Background: an optimization exercise with open tools, aiming at small area. Do not read the settings as production practice.
In this exercise RTL edits were held to simulation tests only and were not proved equivalent to the original.
Power is estimated from default activity; no workload was simulated.

== build 64 ==
==> flow/design.v (excerpt) <==
module processor (input clk,
                  input reset,
                  input sample_clock,
                  input [7:0] evt,
                  input [31:0] ram_dout,
                  input [31:0] osc_rom_dout,
                  output [7:0] ram_raddr,
                  output [7:0] ram_waddr,
                  output [31:0] ram_din,
                  output ram_wen,
                  output [9:0] osc_rom_raddr,
                  output clear_evt,
                  output [31:0] out);
    localparam [5:0] INIT  = 6'd0;
    localparam [5:0] WAIT  = 6'd1;
    localparam [5:0] KP0   = 6'd2;
    localparam [5:0] KP1   = 6'd3;
    localparam [5:0] KP2   = 6'd4;
    localparam [5:0] KR0   = 6'd5;
    localparam [5:0] KR1   = 6'd6;
    localparam [5:0] MRV   = 6'd7;
    localparam [5:0] MRF   = 6'd8;
    localparam [5:0] MRO   = 6'd9;
    localparam [5:0] MRC   = 6'd10;
    localparam [5:0] MFR   = 6'd11;
    localparam [5:0] MDC   = 6'd12;
    localparam [5:0] MCV   = 6'd13;
    localparam [5:0] MCF   = 6'd14;
    localparam [5:0] MCO   = 6'd15;
    localparam [5:0] MCC   = 6'd16;
    localparam [5:0] ORC0  = 6'd17;
    localparam [5:0] ORC1  = 6'd18;
    localparam [5:0] NRS   = 6'd19;
    localparam [5:0] NR0   = 6'd20;
    localparam [5:0] NR1   = 6'd21;
    localparam [5:0] NR2   = 6'd22;
    localparam [5:0] LK    = 6'd23;
    localparam [5:0] N0    = 6'd24;
    localparam [5:0] N1    = 6'd25;
    localparam [5:0] MIX   = 6'd26;
    localparam [5:0] NW0   = 6'd27;
    localparam [5:0] NW1   = 6'd28;
    localparam [5:0] MOUT  = 6'd29;
    localparam [5:0] FRC0  = 6'd30;
    localparam [5:0] FRC1  = 6'd31;
    localparam [5:0] FILT  = 6'd32;
    localparam [5:0] RV0   = 6'd33;
    localparam [5:0] RV1   = 6'd34;
    localparam [5:0] WOH   = 6'd35;
    localparam [5:0] WOII  = 6'd36;
    localparam [5:0] WOIW  = 6'd37;
    reg [5:0]  state, next_state;
    reg        prev_sc;
    reg [4:0]  note;
    reg [31:0] phase;
    reg [2:0]  osc;
    reg [31:0] lfsr;
    reg [36:0] sum;       
    reg        rr0;       
    reg [31:0] om;        
    reg [1:0]  fc;
    reg [1:0]  menu;
    reg [2:0]  vol;
  ...
clock: 20.0 ns
lec_check: 0
abc_area: 1
cap_margin: 20
core_margin: 2
core_utilization: 40
slew_margin: 20
standard.sh (not shown) runs the stock make flow with config.mk's settings and CLKGATE_MAP_FILE= SYNTH_SCRIPT=/design/flow/synth_recipe.tcl, a recipe that flattens the netlist after the stock synthesis.
==> flow/flow/run.sh <==
#!/bin/bash
# Own layout flow: the standard flow (standard.sh) with three changes:
#  - synthesis is the standard synthesis script, except that ABC maps the logic with
#    flow/abc_deep.script (deeper area optimisation, no timing-driven buffering or upsizing)
#    in place of ORFS's abc_area.script; registers are mapped before ABC runs, so they are the
#    standard synthesis's;
#  - the port buffers are the smallest buffer (buf_1);
#  - clock tree synthesis adds no dummy loads.
# Every tool's output goes to standard_flow.log here and to ORFS's own logs under orfs/logs.
set -euo pipefail
HERE=$(pwd)
export BUFFER_PORTS_ARGS="-buffer_cell sky130_fd_sc_hd__buf_1"
export CTS_ARGS="-sink_clustering_enable -repair_clock_nets -dont_use_dummy_load"
cat > "$HERE/own_synth.tcl" <<EOT
proc abc {args} {
  set i [lsearch -exact \$args -script]
  if {\$i >= 0} { lset args [expr {\$i + 1}] $HERE/flow/abc_deep.script }
  yosys abc {*}\$args
}
source $HERE/synth_recipe.tcl
EOT
sed "s#SYNTH_SCRIPT=[^ ]*#SYNTH_SCRIPT=$HERE/own_synth.tcl#" standard.sh > own_standard.sh
grep -q "SYNTH_SCRIPT=$HERE/own_synth.tcl" own_standard.sh
bash own_standard.sh > standard_flow.log 2>&1
==> flow/flow/abc_deep.script <==
strash
&get -n
&deepsyn -T 60
&put
dch -f
map -a
amap
topo
dnsize -c
Setup changes, build 64 to build 16
- CORE_UTILIZATION now 65, was 40
diff --git a/flow/flow/run.sh b/flow/flow/run.sh
--- a/flow/flow/run.sh
+++ b/flow/flow/run.sh
@@ -11,5 +11,5 @@
 HERE=$(pwd)
 export BUFFER_PORTS_ARGS="-buffer_cell sky130_fd_sc_hd__buf_1"
-export CTS_ARGS="-sink_clustering_enable -repair_clock_nets -dont_use_dummy_load"
+export CTS_ARGS="-sink_clustering_enable -repair_clock_nets -dont_use_dummy_load -buf_list {sky130_fd_sc_hd__clkbuf_8}"
 cat > "$HERE/own_synth.tcl" <<EOT
 proc abc {args} {
Findings:
Build 16 | status: complete | timing, DRC, antenna: pass
On build 16: power is 5.6% lower than what build 64 gave.
Delta(global-route usage, build 16 - build 64) > 0
Build 16 ended up with a higher buffering overhead than build 64 did.
Build 16 has count of buffers not belonging to the clock network in the layout above what build 64 had.
Build 16 vs build 64: final area down by a few percent
Build 16 vs build 64, fill cell total of the finished layout went down by 1,457.
When build 16 is measured against build 64, its cell-internal power turns out 8.2% lower.
Cmp build 16 vs build 64: detailed-route wire length lower in build 16
In build 16 relative to build 64, final standard cell count with taps included and fillers excluded had gone down by a little under 10%.
Inputs modified between build 16 and build 97:
- a change of CORE_UTILIZATION from 65 to 40
==> flow/flow/run.sh <==
#!/bin/bash
# Own layout flow: the standard flow (standard.sh, its synthesis unchanged), with the
# port buffers made of the smallest buffer and no dummy loads in the clock tree.
set -euo pipefail
export BUFFER_PORTS_ARGS="-buffer_cell sky130_fd_sc_hd__buf_1"
export CTS_ARGS="-sink_clustering_enable -repair_clock_nets -dont_use_dummy_load"
bash standard.sh > standard_flow.log 2>&1
removed: flow/flow/abc_deep.script
==> summary.txt <==
Diff build 16 -> build 97 | count of non-CTS buffers in the layout | increase of about 3.4%. Going from build 16 to build 97, worst endpoint data arrival time shrinks by 0.51 ns. Higher worst hold slack goes to build 97 over build 16. Where shortest period the worst path allows is concerned, build 16 is outperformed by build 97.

==> what the ideal ports hide <==
The results above use ideal ports. As a check the final layouts listed here were re-extracted and re-timed, cells and wires unchanged. Step 1 assumes that a clkbuf_16 drives the clock port and a buf_2 every other input. Step 2, shift: input delay + t, output delay - t, t = (earliest + latest rising clock arrival at the registers) / 2. This alone moves slack from input paths to output paths. Three values: no drivers, after step 1, after step 2; two values: the first two.
| run | t, ns | slack for setup (ns) | worst setup path after step 2 | worst register clock-pin slew, ns |
|---|---|---|---|---|
| build 64 | 0.476 | 1.003 / 1.003 / 0.605 | input to register | 0.09 / 0.09 |
| build 16 | 0.506 | 0.796 / 0.796 / 0.456 | input to register | 0.12 / 0.12 |
| build 97 | 0.491 | 1.303 / 1.333 / 0.842 | input to register | 0.08 / 0.08 |
After both steps every run listed still meets setup and hold. The setup slack of build 97, which loses most, moves by +0.030 ns with the drivers and by -0.461 ns with both steps.
